What follows belongs to an exercise in optimizing a design on an open flow for a short achievable clock period and few clock cycles; a production flow would make more cautious choices. Function was checked by simulation only, so behaviour that the tests miss may differ from the original.

## design/flow/run.sh

```bash
#!/bin/bash
# synth_recipe.tcl (not shown) runs the flow's synth.tcl, then flattens the netlist and writes it again
# the make line also repeats each setting of config.mk as NAME=value (left out here)
make -C /OpenROAD-flow-scripts/flow DESIGN_CONFIG=/design/flow/config.mk WORK_HOME=/design/flow/orfs CLKGATE_MAP_FILE= SYNTH_SCRIPT=/design/flow/synth_recipe.tcl finish
```

## design/flow/config.mk

```make
export PLATFORM = sky130hd
export DESIGN_NAME = integrate
export DESIGN_NICKNAME = integrate
export VERILOG_FILES = /design/flow/design.v
export SDC_FILE = /design/flow/constraint.sdc
export NUM_CORES = 4
export LEC_CHECK = 0
export ABC_CLOCK_PERIOD_IN_PS = 2500
export CAP_MARGIN = 20
export CORE_MARGIN = 2
export CORE_UTILIZATION = 40
export PLACE_DENSITY = 0.6
export SETUP_SLACK_MARGIN = 3.0
export SLEW_MARGIN = 20
export TNS_END_PERCENT = 100
```

## design/flow/constraint.sdc

```tcl
create_clock -name core_clock -period 6.5 [get_ports {clock}]
set_input_delay 1.3000 -clock core_clock [delete_from_list [all_inputs] [get_ports {clock}]]
set_output_delay 1.3000 -clock core_clock [all_outputs]
set_load 0.01 [all_outputs]
```

## design/flow/design.v

```verilog
module integrate(
input clock,reset,enter,
input [7:0] in1,
input prog_we,
input [4:0] prog_addr,
input [7:0] prog_data,
input [4:0] dbg_addr,
output [7:0] dbg_data,
output halt,
output in_req,
output [7:0] out1
);
localparam W = 3;
localparam NS = 2 * W - 1;    
reg [255:0] ram;
reg [5*(NS+1)-1:0] pcs;       
reg [8*W-1:0] ir;
reg [7:0] avalue;
function [7:0] rd;
  input [255:0] m;
  input [4:0] a;
  rd = m[a*8 +: 8];
endfunction
function [7:0] padd;
  input [7:0] x, y;
  input cin;
  reg [7:0] g, p, g1, p1, g2, p2, g3;
  begin
    g = x & y;
    p = x ^ y;
    g[0] = g[0] | (p[0] & cin);
    g1 = g | ({p[7:1], 1'b0} & {g[6:0], 1'b0});
    p1 = p & {p[6:0], 1'b1};
    g2 = g1 | ({p1[7:2], 2'b0} & {g1[5:0], 2'b0});
    p2 = p1 & {p1[5:0], 2'b11};
    g3 = g2 | ({p2[7:4], 4'b0} & {g2[3:0], 4'b0});
    padd = p ^ {g3[6:0], cin};
  end
endfunction
function [7:0] add3;
  input [7:0] x, y, z;
  input c0, c1;
  reg [7:0] s, c;
  begin
    s = x ^ y ^ z;
    c = {(x[6:0] & y[6:0]) | (x[6:0] & z[6:0]) | (y[6:0] & z[6:0]), c0};
    add3 = padd(s, c, c1);
  end
endfunction
wire [2:0] op [0:W-1];
wire [4:0] ad [0:W-1];
wire [7:0] val [0:W-1];
genvar gj;
generate for (gj = 0; gj < W; gj = gj + 1) begin : slot
  assign op[gj] = ir[8*gj+5 +: 3];
  assign ad[gj] = ir[8*gj +: 5];
  assign val[gj] = (op[gj] == 3'b100) ? in1 : rd(ram, ad[gj]);
end endgenerate
wire az = (avalue == 8'd0);
wire ap = ~avalue[7];
reg [W-1:0] reach, exec, tk, isalu, isldin, isaddsub, isst, isj;
reg [W:0] len;                
reg ireq, alu_seen, in_seen, hit, tgt_found, tgt_hit;
reg [4:0] tgt;
reg [7:0] anew, base, tx, ty;
reg [7:0] rl [1:W];
reg [8*NS-1:0] sq;            
reg [8*W-1:0] tw;             
reg [8*W-1:0] irn;
reg [4:0] q, xa;
reg [7:0] w8;
reg ldin_seen;
integer j, k, i;
always @(*) begin
  for (j = 0; j < W; j = j + 1) begin
    isalu[j] = op[j] == 3'b000 || op[j] == 3'b010 || op[j] == 3'b011 || op[j] == 3'b100;
    isldin[j] = op[j] == 3'b000 || op[j] == 3'b100;
    isaddsub[j] = op[j] == 3'b010 || op[j] == 3'b011;
    isst[j] = op[j] == 3'b001;
    isj[j] = op[j] == 3'b101 || op[j] == 3'b110;
    tk[j] = (op[j] == 3'b101 && az) || (op[j] == 3'b110 && ap);
  end
  alu_seen = 1'b0;
  in_seen = 1'b0;
  ireq = 1'b0;
  for (j = 0; j < W; j = j + 1) begin
    hit = 1'b0;
    for (k = 0; k < j; k = k + 1)
      if (isst[k] && (ad[k] == pcs[5*j +: 5] ||
          ((op[j] == 3'b000 || isaddsub[j]) && ad[k] == ad[j])))
        hit = 1'b1;
    if (j == 0)
      reach[j] = op[j] != 3'b111;
    else
      reach[j] = exec[j-1] && !tk[j-1] && op[j] != 3'b111 && !hit &&
                 !(alu_seen && (isst[j] || isj[j])) &&
                 !(in_seen && op[j] == 3'b100) &&
                 !(j >= 2 && isaddsub[j] && isalu[j-1] && isalu[j-2] && !isldin[j-1]);
    exec[j] = reach[j] && (op[j] != 3'b100 || enter);
    if (reach[j] && op[j] == 3'b100) ireq = 1'b1;
    if (isalu[j]) alu_seen = 1'b1;
    if (op[j] == 3'b100) in_seen = 1'b1;
  end
  len = 0;
  len[0] = !exec[0];
  for (j = 1; j < W; j = j + 1)
    len[j] = exec[j-1] && !exec[j];
  len[W] = exec[W-1];
  ldin_seen = 1'b0;
  for (j = 1; j <= W; j = j + 1) begin
    if (isldin[j-1]) ldin_seen = 1'b1;
    base = ldin_seen ? 8'd0 : avalue;
    ty = isalu[j-1] ? (val[j-1] ^ {8{op[j-1] == 3'b011}}) : 8'd0;
    if (j >= 2) begin
      tx = (isalu[j-2] && !isldin[j-1]) ? (val[j-2] ^ {8{op[j-2] == 3'b011}}) : 8'd0;
      rl[j] = add3(base, tx, ty, isalu[j-2] && !isldin[j-1] && op[j-2] == 3'b011,
                   isalu[j-1] && op[j-1] == 3'b011);
    end else
      rl[j] = padd(base, ty, isalu[j-1] && op[j-1] == 3'b011);
  end
  anew = avalue;
  for (j = 1; j <= W; j = j + 1)
    if (len[j]) anew = rl[j];
  tgt_found = 1'b0;
  tgt = 5'd0;
  tgt_hit = 1'b0;
  for (j = W - 1; j >= 0; j = j - 1)
    if (tk[j]) begin
      tgt = ad[j];
    end
  for (j = 0; j < W; j = j + 1)
    if (exec[j] && tk[j]) tgt_hit = 1'b1;
  for (i = 0; i < NS; i = i + 1) begin
    xa = pcs[5*(i+1) +: 5];
    w8 = rd(ram, xa);
    for (k = 0; k < W; k = k + 1)
      if (exec[k] && isst[k] && ad[k] == xa) w8 = avalue;
    sq[8*i +: 8] = w8;
  end
  for (i = 0; i < W; i = i + 1) begin
    xa = tgt + i[4:0];
    w8 = rd(ram, xa);
    for (k = 0; k < W; k = k + 1)
      if (exec[k] && isst[k] && ad[k] == xa) w8 = avalue;
    tw[8*i +: 8] = w8;
  end
  irn = ir;
  q = pcs[4:0];
  for (j = 1; j <= W; j = j + 1)
    if (len[j]) begin
      irn = sq[8*(j-1) +: 8*W];
      q = pcs[5*j +: 5];
    end
  if (tgt_hit) begin
    irn = tw;
    q = tgt;
  end
end
always @(posedge clock) begin
  for (i = 0; i < 32; i = i + 1) begin
    if (prog_we && prog_addr == i)
      ram[8*i +: 8] <= prog_data;
    else if (reset)
      for (k = 0; k < W; k = k + 1)
        if (exec[k] && isst[k] && ad[k] == i) ram[8*i +: 8] <= avalue;
  end
end
always @(posedge clock) begin
  for (i = 0; i < W; i = i + 1) begin
    if (!reset)
      ir[8*i +: 8] <= (prog_we && prog_addr == i) ? prog_data : ram[8*i +: 8];
    else
      ir[8*i +: 8] <= irn[8*i +: 8];
  end
end
always @(posedge clock or negedge reset) begin
  if (reset == 0) begin
    for (k = 0; k <= NS; k = k + 1) pcs[5*k +: 5] <= k;
    avalue <= 0;
  end else begin
    for (k = 0; k <= NS; k = k + 1) pcs[5*k +: 5] <= q + k;
    avalue <= anew;
  end
end
assign halt = reset & (op[0] == 3'b111);
assign in_req = reset & ireq;
assign out1 = avalue;
assign dbg_data = rd(ram, dbg_addr);
endmodule
```

==> flow_summary.yaml, run 1 <==
sta:
  skew_ns: 0.0601
  max_freq_ghz: 0.203
  worst_hold_slack_ns: 0.510
  tightest_slew_ns: 1.17
  final.min_clock_period_ns: 4.93
  period_share: 0.759
  slew_headroom: 0.217
  tns_ns: 0
  slew_violations: 0
  finalSetupViolations: 0
  hold_viol_final: 0
  rsz0062_at_grt: "true"
floorplan:
  die_width_um: 330
  chipHeight_um: 330
  initial_core_util: 0.403
  ios: 48
  rows: 119
  coreArea_mm2: 0.105
  fp.dieArea_mm2: 0.109
synth:
  ys_seq_area_frac: 0.217
  yosysWarnings: 3
  synth.top_cell.area_share: 0.363
  synthMuxAreaShare: 0.498
  synth_top_family_by_area: "multiplexers"
  syn_inst: 3709
  synth.distinct_cells: 100
  syn-cell-area_mm2: 0.0424
  synth_edf_count: 280
  yosysTopAreaCell: "mux4_2"
  synth_compound_area_frac: 0.103
  synth.avg_cell_area_um2: 11.4
  syn_nets: 3782
  synth_xor_area_frac: 0.0272
  async_flop_share: 0.103
  yosys-top-cells-area: "mux4_2 36%, edfxtp_1 20%, mux2_2 7.1%"
  ys_ff_latch: 312
  ys.flop_type: "edfxtp_1"
  synth_fa_ha_area_frac: 0.0162
  synth_simple_gate_area_frac: 0.0898
min_path:
  hold_path_class: "input port to async pin"
final_layout:
  syn2layout_area_growth_pct: 25.6
  mostFrequentLayoutCells: "683 x mux4_2, 327 x nand2_1, 303 x buf_4"
  drive_above_1_share: 0.497
  final_common_cell: "mux4_2"
  fin_nets: 3971
  final_area_mm2: 0.0533
critical_path:
  worstSetupPathType: "flip-flop to flip-flop"
  arrival_ns: 5.46
  rr_worst_depth: 22
  cp_max_fo: 10
  start_kind: "flip-flop"
  required_ns: 7.03
  endpoint_kind: "flip-flop"
placement:
  dpl_cell_area_mm2: 0.0447
  portBuffers: 47
  gp_congestion: 1.07
  hpwl_um: 143000
flow_run:
  max_cap_violations: 0
clock_network:
  clock-root-buffer: "clkbuf_16"
  clk_latency_ns: 0.62
  tritoncts: "built"
  clk_pin_slew_ns: 0.07
  cts_max_level: 2
  cts.sinks: 312
  cts_buffers: 41
  postCtsHoldBufs: 0
  cts_buffer_depth: 3
drt:
  wl_per_cell_um: 41.2
  drc: 0
  wirelength_um: 220000
  first_pass_iters: 12
  vias: 41583
  drt_iter0_markers: 7811
  ant_nets: 0
  avgViaCountPerCell: 7.80
global_route:
  grt_max_degree: 74
  grt_pass1_vias: 39581
  antenna_found_initial: 6
  grt_pass1_wl_um: 305000
  grt_use_total: 0.395
  gr-total-overflow: 0
status:
  status: "no timing/DRC/antenna violations"
-- state kept, by name, summed over array words and instances (netlist names) --
signal  flops
ir         24
pcs        24
ram       256
avalue      8
-- final cells by class --
cell class	count	area [um^2]
fill	8847	52000
clock inverter	17	200
clock buffer	56	1150
tap	1391	1740
timing repair inverter	3	26.3
antenna	10	25.0
timing repair buffer	597	7140
inverter	41	189
sequential	312	9250
multi-input combinational	2902	33600
-- critical path, stage by stage (launching register included) --
cell	delay, ns
edfxtp_1	0.70
mux4_2	0.58
mux4_2	0.50
mux2i_4	0.18
buf_12	0.14
nand3_1	0.06
o21ai_1	0.08
inv_1	0.06
o21ai_2	0.17
nor2b_4	0.17
fa_1	0.40
inv_2	0.08
fa_2	0.19
inv_2	0.05
a21o_1	0.17
a21o_1	0.17
a21o_1	0.18
a21oi_2	0.20
o21ai_1	0.10
xor2_1	0.18
xnor2_1	0.16
o221ai_1	0.14
o21ai_1	0.16
-- per-layer routing --
layer	track usage	vias to the layer above	part of all wire
met5	0.00522	-	0.0013
met4	0.287	10	0.10
met1	0.468	20338	0.31
met3	0.190	1245	0.18
li1	-	15408	-
met2	0.556	4582	0.41
-- per-stage QoR --
step            util  setup WS (ns)  std cells
3_3_place_gp   0.425          0.731       4877
4_1_cts        0.493           1.65       5261
2_1_floorplan      -           1.74       3709
3_5_place_dp   0.425          0.986       4879
5_1_grt        0.506           1.39       5319
6_report       0.506           1.57       5329
-- synthesized netlist by cell type (all sizes together), types with 46 or more instances --
library cell and n:
o21ai 204, nand2 363, buf 160, xor2 65, nor2 180, nor3 46, clkbuf 294, a21oi 154
mux2 269, mux4 684, xnor2 66, mux2i 268, edfxtp 280, nand3 56, o22ai 65
-- cells by family (layout without fill, tap and decap cells) --
kind of cell | after synthesis | in the layout
XOR/XNOR | 131 | 131
AND/OR/NAND/NOR | 829 | 829
buffers and inverters | 495 | 714
flip-flops | 312 | 312
other | 0 | 10
multiplexers | 1221 | 1221
adder cells (fa/ha/maj) | 43 | 43
AO/OA/AOI/OAI | 678 | 678
-- path summary, 6_finish.rpt --
check,startpoint,slack [ns],end
max in group asynchronous,reset,5.38,pcs[22]$_DFF_PN1_
hold reg to reg,avalue[7]$_DFFE_PN0P_,0.67,avalue[7]$_DFFE_PN0P_
setup / recovery,ram[16]$_DFFE_PP_,1.57,avalue[7]$_DFFE_PN0P_
hold / removal,reset,0.51,pcs[13]$_DFF_PN0_
min in group core_clock,avalue[7]$_DFFE_PN0P_,0.67,avalue[7]$_DFFE_PN0P_
setup reg to reg,ram[16]$_DFFE_PP_,1.57,avalue[7]$_DFFE_PN0P_
-- what timing repair did --
action                                  CTS  global route
buffers inserted                        272            53
endpoints found under the setup margin  371           386
cloned                                   37             5
pin swaps                               129           100
hold endpoints to repair                  0             0
gates resized for setup                 564           162
Testbench counts, summed over its fixed seeds: cycles 8,680.
==> run 2: changes to the inputs <==
--- a/design/flow/design.v
+++ b/design/flow/design.v
@@ -10,7 +10,7 @@
 output in_req,
 output [7:0] out1
 );
-localparam W = 3;
+localparam W = 4;
 localparam NS = 2 * W - 1;    
 reg [255:0] ram;
 reg [5*(NS+1)-1:0] pcs;       
@@ -49,12 +49,12 @@
 endfunction
 wire [2:0] op [0:W-1];
 wire [4:0] ad [0:W-1];
-wire [7:0] val [0:W-1];
+wire [7:0] mv [0:W-1];
 genvar gj;
 generate for (gj = 0; gj < W; gj = gj + 1) begin : slot
   assign op[gj] = ir[8*gj+5 +: 3];
   assign ad[gj] = ir[8*gj +: 5];
-  assign val[gj] = (op[gj] == 3'b100) ? in1 : rd(ram, ad[gj]);
+  assign mv[gj] = rd(ram, ad[gj]);
 end endgenerate
 wire az = (avalue == 8'd0);
 wire ap = ~avalue[7];
@@ -63,13 +63,14 @@
 reg ireq, alu_seen, in_seen, hit, tgt_found, tgt_hit;
 reg [4:0] tgt;
 reg [7:0] anew, base, tx, ty;
-reg [7:0] rl [1:W];
+reg [7:0] bsel, tsx, tsy;
+reg cx, cy;
 reg [8*NS-1:0] sq;            
 reg [8*W-1:0] tw;             
 reg [8*W-1:0] irn;
 reg [4:0] q, xa;
 reg [7:0] w8;
-reg ldin_seen;
+reg ldin_seen, in_last;
 integer j, k, i;
 always @(*) begin
   for (j = 0; j < W; j = j + 1) begin
@@ -106,21 +107,33 @@
   for (j = 1; j < W; j = j + 1)
     len[j] = exec[j-1] && !exec[j];
   len[W] = exec[W-1];
+  bsel = len[0] ? avalue : 8'd0;
+  tsx = 8'd0;
+  tsy = 8'd0;
+  cx = 1'b0;
+  cy = 1'b0;
   ldin_seen = 1'b0;
+  in_last = 1'b0;
   for (j = 1; j <= W; j = j + 1) begin
-    if (isldin[j-1]) ldin_seen = 1'b1;
-    base = ldin_seen ? 8'd0 : avalue;
-    ty = isalu[j-1] ? (val[j-1] ^ {8{op[j-1] == 3'b011}}) : 8'd0;
-    if (j >= 2) begin
-      tx = (isalu[j-2] && !isldin[j-1]) ? (val[j-2] ^ {8{op[j-2] == 3'b011}}) : 8'd0;
-      rl[j] = add3(base, tx, ty, isalu[j-2] && !isldin[j-1] && op[j-2] == 3'b011,
-                   isalu[j-1] && op[j-1] == 3'b011);
-    end else
-      rl[j] = padd(base, ty, isalu[j-1] && op[j-1] == 3'b011);
-  end
-  anew = avalue;
-  for (j = 1; j <= W; j = j + 1)
-    if (len[j]) anew = rl[j];
+    if (isldin[j-1]) begin
+      ldin_seen = 1'b1;
+      in_last = op[j-1] == 3'b100;
+    end
+    base = !ldin_seen ? avalue : in_last ? in1 : 8'd0;
+    ty = (isalu[j-1] && op[j-1] != 3'b100) ? (mv[j-1] ^ {8{op[j-1] == 3'b011}}) : 8'd0;
+    if (j >= 2)
+      tx = (isalu[j-2] && !isldin[j-1] && op[j-2] != 3'b100) ? (mv[j-2] ^ {8{op[j-2] == 3'b011}}) : 8'd0;
+    else
+      tx = 8'd0;
+    if (len[j]) begin
+      bsel = bsel | base;
+      tsx = tsx | tx;
+      tsy = tsy | ty;
+      cx = cx | (j >= 2 && isalu[j-2] && !isldin[j-1] && op[j-2] == 3'b011);
+      cy = cy | (isalu[j-1] && op[j-1] == 3'b011);
+    end
+  end
+  anew = add3(bsel, tsx, tsy, cx, cy);
   tgt_found = 1'b0;
   tgt = 5'd0;
   tgt_hit = 1'b0;
@@ -138,7 +151,9 @@
     sq[8*i +: 8] = w8;
   end
   for (i = 0; i < W; i = i + 1) begin
-    xa = tgt + i[4:0];
+    xa = 5'd0;
+    for (j = W - 1; j >= 0; j = j - 1)
+      if (tk[j]) xa = ad[j] + i[4:0];
     w8 = rd(ram, xa);
     for (k = 0; k < W; k = k + 1)
       if (exec[k] && isst[k] && ad[k] == xa) w8 = avalue;
--- a/design/flow/config.mk
+++ b/design/flow/config.mk
@@ -8,8 +8,8 @@
 export ABC_CLOCK_PERIOD_IN_PS = 2500
 export CAP_MARGIN = 20
 export CORE_MARGIN = 2
-export CORE_UTILIZATION = 40
-export PLACE_DENSITY = 0.6
+export CORE_UTILIZATION = 30
+export PLACE_DENSITY = 0.5
 export SETUP_SLACK_MARGIN = 3.0
 export SLEW_MARGIN = 20
 export TNS_END_PERCENT = 100
==> run 2 against run 1 <==
Routed wire length up 74%. Fmax down 3.1%. Final cell count up 49%.
==> flow_summary.yaml, run 2 <==
drt:
  wl_per_cell_um: 48.1
  vias: 60001
  wirelength_um: 382000
  avgViaCountPerCell: 7.56
  ant_nets: 0
  first_pass_iters: 15
  drt_iter0_markers: 12390
  drc: 0
clock_network:
  cts_buffer_depth: 3
  clock-root-buffer: "clkbuf_16"
  cts_buffers: 45
  cts_max_level: 2
  clk_pin_slew_ns: 0.06
  clk_latency_ns: 0.70
  postCtsHoldBufs: 0
  tritoncts: "built"
  cts.sinks: 326
final_layout:
  largest_reg_flops: 256
  drive_above_1_share: 0.453
  final_common_cell: "mux4_2"
  reg_top3: "ram: 256 flops, ir: 32 flops, pcs: 30 flops"
  mostFrequentLayoutCells: "835 x mux4_2, 772 x nand2_1, 556 x buf_4"
  n_fill_cell: 17104
  syn2layout_area_growth_pct: 28.1
  instances_no_fill: 7936
  final_area_mm2: 0.0689
  top_register: "ram"
  fin_nets: 5616
sta:
  finalSetupViolations: 0
  skew_ns: 0.0462
  fin_ws_ns: 1.41
  rsz0062_at_grt: "true"
  period_share: 0.783
  tns_ns: 0
  final.min_clock_period_ns: 5.09
  hold_viol_final: 0
  tightest_slew_ns: 1.17
  max_freq_ghz: 0.196
  slew_violations: 0
  slew_headroom: 0.218
placement:
  dp.cells: 7397
  dpl_cell_area_mm2: 0.0580
  portBuffers: 47
  gp_congestion: 1.07
  post-place-ws_ns: 0.310
  hpwl_um: 251000
floorplan:
  chipHeight_um: 427
  ios: 48
  coreArea_mm2: 0.178
  initial_core_util: 0.302
  die_width_um: 427
  fp.dieArea_mm2: 0.183
  rows: 155
critical_path:
  r2r-start: "ir[0]$_DFFE_PP_"
  arrival_ns: 5.69
  crit_path_cell_trace: "buf_12, buf_4, buf_12, mux4_2, mux4_2, mux2i_1, buf_4, xor2_1, nand2_1, nand2_1, a21oi_1, fa_1, inv_1, ha_1, nor2b_1, buf_4, buf_4, buf_4, buf_4, buf_4, nor2_4, xnor2_2"
  path_common_cell: "buf_4"
  start_kind: "flip-flop"
  slowest_stage: "fa_1"
  crit_path_max_incr_delay_ns: 0.54
  cp_max_fo: 10
  required_ns: 7.10
  endpoint_kind: "flip-flop"
  worstSetupPathType: "flip-flop to flip-flop"
  startpoint: "ir[0]$_DFFE_PP_"
synth:
  synth_edf_count: 288
  syn-cell-area_mm2: 0.0538
  synth.distinct_cells: 118
  yosys-top-cells-count: "835 x mux4_2, 800 x nand2_1, 559 x clkbuf_1"
  syn_nets: 5498
  synth.avg_cell_area_um2: 9.95
  ys_ff_latch: 326
  ys.flop_type: "edfxtp_1"
  yosysWarnings: 3
  synth.top_cell.area_share: 0.350
  yosys-top-cells-area: "mux4_2 35%, edfxtp_1 16%, nand2_1 5.6%"
  syn_inst: 5408
  synth_most_common_cell: "mux4_2"
  ys_seq_area_frac: 0.179
  yosysTopAreaCell: "mux4_2"
  async_flop_share: 0.117
global_route:
  grt_use_total: 0.406
  antenna_found_initial: 44
  grt_pass1_wl_um: 505000
  grt_max_degree: 53
  grt_pass1_vias: 54599
  gr-total-overflow: 0
min_path:
  hold_path_class: "input port to async pin"
flow_run:
  max_cap_violations: 0
status:
  status: "no timing/DRC/antenna violations"
## run 2: cells by family after synthesis
kind of cell | count (synthesis) | share of synthesized area
xor+xnor | 263 | 0.0428
simple gates | 1582 | 0.137
compound gates | 1082 | 0.136
flops | 326 | 0.179
buf+inv | 889 | 0.0677
mux | 1206 | 0.422
fa+ha+maj | 60 | 0.0152
## run 2: layer usage
metal | vias up | GRT usage | share of wire
met2 | 6572 | 0.553 | 0.39
met1 | 29888 | 0.469 | 0.32
met3 | 1980 | 0.213 | 0.17
li1 | 21521 | - | -
met4 | 40 | 0.332 | 0.11
met5 | - | 0.00476 | 0.0014
## run 2: cell type report
cell class | count | area [um^2] | share of cell area
multi-input cells | 4200 | 44400 | 0.644
repair buffers | 901 | 10000 | 0.145
flip-flops and latches | 326 | 9640 | 0.140
well taps | 2355 | 2950 | 0.0428
clock buffers | 56 | 1210 | 0.0175
clock inverters | 28 | 430 | 0.00625
inverters | 52 | 230 | 0.00334
diodes | 18 | 45.0 | 0.000654
## run 2: stage by stage
stage	utilization	hold slack [ns]
CTS	0.375	0.609
global placement	0.325	0.838
global route	0.386	0.590
detailed placement	0.326	0.841
floorplan	-	0.788
finish	0.387	0.591
## run 2: path summary, 6_finish.rpt
check / cells past startpoint / slack, ns / to
worst max-delay path: 22 / 1.41 / avalue[5]$_DFF_PN0_
worst min-delay path: 1 / 0.59 / avalue[5]$_DFF_PN0_
worst max register to register: 22 / 1.41 / avalue[5]$_DFF_PN0_
worst min register to register: 5 / 0.91 / pcs[4]$_DFF_PN0_
max in group asynchronous: 2 / 5.01 / pcs[30]$_DFF_PN0_
min in group core_clock: 5 / 0.91 / pcs[4]$_DFF_PN0_
## run 2: worst max-delay path: cells and delay by family (launching register included)
| kind | cells | cell delay (ns) |
|---|---|---|
| fa+ha+maj | 2 | 0.87 |
| compound gates | 1 | 0.06 |
| flops | 1 | 0.51 |
| mux | 3 | 1.24 |
| buf+inv | 10 | 1.47 |
| simple gates | 4 | 0.43 |
| xor+xnor | 2 | 0.37 |
## run 2: timing repair
item                                    CTS  global route
endpoints found under the setup margin  346           353
setup buffers                           312            76
gates cloned                             39             9
gates resized for setup                 699           257
pin swaps                               137           119
Testbench counts of run 2, summed over its fixed seeds: cycles 7,906.
==> run 3: changes to the inputs <==
--- a/design/flow/design.v
+++ b/design/flow/design.v
@@ -63,7 +63,7 @@
 reg ireq, alu_seen, in_seen, hit, tgt_found, tgt_hit;
 reg [4:0] tgt;
 reg [7:0] anew, base, tx, ty;
-reg [7:0] bsel, tsx, tsy;
+reg [7:0] ssel, csel;
 reg cx, cy;
 reg [8*NS-1:0] sq;            
 reg [8*W-1:0] tw;             
@@ -107,10 +107,8 @@
   for (j = 1; j < W; j = j + 1)
     len[j] = exec[j-1] && !exec[j];
   len[W] = exec[W-1];
-  bsel = len[0] ? avalue : 8'd0;
-  tsx = 8'd0;
-  tsy = 8'd0;
-  cx = 1'b0;
+  ssel = len[0] ? avalue : 8'd0;
+  csel = 8'd0;
   cy = 1'b0;
   ldin_seen = 1'b0;
   in_last = 1'b0;
@@ -125,15 +123,14 @@
       tx = (isalu[j-2] && !isldin[j-1] && op[j-2] != 3'b100) ? (mv[j-2] ^ {8{op[j-2] == 3'b011}}) : 8'd0;
     else
       tx = 8'd0;
+    cx = j >= 2 && isalu[j-2] && !isldin[j-1] && op[j-2] == 3'b011;
     if (len[j]) begin
-      bsel = bsel | base;
-      tsx = tsx | tx;
-      tsy = tsy | ty;
-      cx = cx | (j >= 2 && isalu[j-2] && !isldin[j-1] && op[j-2] == 3'b011);
+      ssel = ssel | (base ^ tx ^ ty);
+      csel = csel | {(base[6:0] & tx[6:0]) | (base[6:0] & ty[6:0]) | (tx[6:0] & ty[6:0]), cx};
       cy = cy | (isalu[j-1] && op[j-1] == 3'b011);
     end
   end
-  anew = add3(bsel, tsx, tsy, cx, cy);
+  anew = padd(ssel, csel, cy);
   tgt_found = 1'b0;
   tgt = 5'd0;
   tgt_hit = 1'b0;
--- a/design/flow/config.mk
+++ b/design/flow/config.mk
@@ -10,6 +10,6 @@
 export CORE_MARGIN = 2
 export CORE_UTILIZATION = 30
 export PLACE_DENSITY = 0.5
-export SETUP_SLACK_MARGIN = 3.0
+export SETUP_SLACK_MARGIN = 2.0
 export SLEW_MARGIN = 20
-export TNS_END_PERCENT = 100
+export TNS_END_PERCENT = 20
==> run 3 against run 2 <==
Still clean. Non-clock buffer count is 63 lower. Worst hold slack gained 0.10 ns. Die area increased by 3.9%. Final cell count grew 0.32%. First-iteration DRC count is 1.3% lower. Fmax is 1.8% lower. Cell area decreased by 2.5%.
==> flow_summary.yaml, run 3 <==
clock_network:
  tritoncts: "built"
  clk_latency_ns: 0.71
  clk_pin_slew_ns: 0.06
  cts_buffers: 47
  clock-root-buffer: "clkbuf_16"
  cts_buffer_depth: 3
  cts_max_level: 2
  cts.sinks: 326
global_route:
  grt_pass1_wl_um: 512000
  grt_max_degree: 90
  antenna_found_initial: 35
  grt_use_total: 0.394
  gr-total-overflow: 0
  grt_pass1_vias: 54647
drt:
  drt_iter0_markers: 12230
  first_pass_iters: 8
  drc: 0
  avgViaCountPerCell: 7.63
  vias: 60713
  wl_per_cell_um: 49.3
  ant_nets: 0
  wirelength_um: 392000
synth:
  syn_inst: 5357
  yosysWarnings: 3
  syn-cell-area_mm2: 0.0559
  synth.avg_cell_area_um2: 10.4
  ys.flop_type: "edfxtp_1"
  synth_edf_count: 288
  syn_nets: 5467
  synth.top_cell.area_share: 0.372
  async_flop_share: 0.117
  yosys-top-cells-count: "925 x mux4_2, 616 x nand2_1, 572 x clkbuf_1"
  synth_most_common_cell: "mux4_2"
  ys_ff_latch: 326
  ys_seq_area_frac: 0.172
  yosys-top-cells-area: "mux4_2 37%, edfxtp_1 15%, mux2_2 5.3%"
  yosysTopAreaCell: "mux4_2"
  synth.distinct_cells: 102
critical_path:
  worstSetupPathType: "flip-flop to flip-flop"
  required_ns: 7.06
  endpoint_kind: "flip-flop"
  cp_max_fo: 10
  slowest_stage: "mux2i_1"
  start_kind: "flip-flop"
  crit_path_cell_trace: "buf_4, buf_12, buf_12, buf_4, mux4_2, mux4_2, mux2i_1, mux2_2, nor2_1, fa_1, mux2i_1, o21ai_0, ha_1, a21oi_2, xnor2_1, xnor2_1"
  arrival_ns: 5.74
  crit_path_max_incr_delay_ns: 0.68
flow_run:
  max_cap_violations: 0
floorplan:
  initial_core_util: 0.302
  chipHeight_um: 436
  ios: 48
  rows: 158
  die_width_um: 436
  fp.dieArea_mm2: 0.190
  coreArea_mm2: 0.185
placement:
  hpwl_um: 253000
  portBuffers: 47
  gp_congestion: 1.05
sta:
  period_share: 0.797
  skew_ns: 0.0805
  finalSetupViolations: 0
  tightest_slew_ns: 1.30
  max_freq_ghz: 0.193
  tns_ns: 0
  rsz0062_at_grt: "true"
  slew_violations: 0
  final.min_clock_period_ns: 5.18
  hold_viol_final: 0
  slew_headroom: 0.133
final_layout:
  post-route-util: 0.362
  final_common_cell: "mux4_2"
  reg_top3: "ram: 256 flops, ir: 32 flops, pcs: 30 flops"
  largest_reg_flops: 256
  fin_nets: 5509
  syn2layout_area_growth_pct: 20.1
  mostFrequentLayoutCells: "925 x mux4_2, 630 x buf_4, 603 x nand2_1"
  top_register: "ram"
  drive_above_1_share: 0.438
min_path:
  hold_path_class: "input port to async pin"
status:
  status: "no timing/DRC/antenna violations"
-- run 3: cell type report --
cell class	instances	area, um^2
clock inverters	29	270
fillers	18443	118000
well taps	2480	3100
clock buffers	58	1250
flip-flops and latches	326	9660
diodes	44	110
multi-input cells	4135	44300
repair buffers	838	8330
inverters	51	225
-- run 3: layer usage --
metal  routed length, um  GRT usage  vias up
met2              150000      0.520     6788
met4               43400      0.323       34
met3               69600      0.220     1886
met1              129000      0.458    30492
li1                    -          -    21513
met5                 856     0.0222        -
-- run 3: stage by stage --
stage          cell area [um^2]  setup slack, ns  cells  hold slack, ns
2_1_floorplan             56400             1.76   5357           0.853
3_3_place_gp              60400            0.395   7527           0.919
3_5_place_dp              60500            0.510   7528           0.908
4_1_cts                   65400             1.54   7813           0.704
5_1_grt                   67100             1.37   7921           0.735
6_report                  67200             1.32   7961           0.694
-- run 3: critical path: cells and delay by family, from the launching register on --
| family | cells | cell delay [ns] |
|---|---|---|
| AND/OR/NAND/NOR | 1 | 0.16 |
| buffers and inverters | 4 | 0.79 |
| XOR/XNOR | 2 | 0.28 |
| multiplexers | 5 | 2.25 |
| adder cells (fa/ha/maj) | 2 | 0.79 |
| AO/OA/AOI/OAI | 2 | 0.33 |
| flip-flops | 1 | 0.40 |
-- run 3: timing repair --
action / CTS / global route
setup buffers: 176 / 97
endpoints found under the setup margin: 331 / 256
cloned: 22 / 7
gates resized for setup: 298 / 184
hold endpoints to repair: 0 / 0
pin swaps: 28 / 49
hold buffers: 0 / 0
-- run 3: cells by family (layout without fill, tap and decap cells) --
| family | count (synthesis) | in the layout | synth area share |
|---|---|---|---|
| AND/OR/NAND/NOR | 1477 | 1477 | 0.125 |
| multiplexers | 1416 | 1416 | 0.466 |
| AO/OA/AOI/OAI | 924 | 925 | 0.115 |
| buffers and inverters | 897 | 976 | 0.0639 |
| flip-flops | 326 | 326 | 0.172 |
| XOR/XNOR | 237 | 237 | 0.0371 |
| adder cells (fa/ha/maj) | 80 | 80 | 0.0210 |
| other | 0 | 44 | 0 |
-- run 3: path summary, 6_finish.rpt --
kind                                      from                  end  slack (ns)  cells past startpoint
hold reg to reg            avalue[7]$_DFF_PN0_   ram[167]$_DFFE_PP_        0.94                      2
setup reg to reg              ir[24]$_DFFE_PP_  avalue[7]$_DFF_PN0_        1.32                     16
hold / removal                           reset    pcs[12]$_DFF_PN0_        0.69                      1
setup / recovery              ir[24]$_DFFE_PP_  avalue[7]$_DFF_PN0_        1.32                     16
max in group asynchronous                reset    pcs[33]$_DFF_PN0_        4.49                      2
min in group core_clock    avalue[7]$_DFF_PN0_   ram[167]$_DFFE_PP_        0.94                      2
Testbench counts of run 3, summed over its fixed seeds: cycles 7,906.

==> what the ideal ports hide <==
No port has a modelled driver above. Below, the same layouts with a new extraction and two added sets of constraints. Step 1: set_driving_cell puts a clkbuf_16 on clock and a buf_2 on each other input, an assumption about the parent block. Step 2 times the ports against the registers' clock, not the clock port: input delays grow and output delays shrink by t, the midpoint of the rising clock arrivals with the driver on. Three values: no drivers, after step 1, after step 2; two values: the first two.
run	t, ns	slack for setup (ns)	worst register clock-pin slew, ns
run 1	0.660	1.566 / 1.566 / 1.566	0.07 / 0.07
run 2	0.756	1.408 / 1.408 / 0.994	0.08 / 0.08
run 3	0.748	1.317 / 1.317 / 1.291	0.07 / 0.07
After both steps every run listed still meets setup and hold. The setup slack of run 2, which loses most, moves by 0.000 ns with the drivers and by -0.414 ns with both steps.
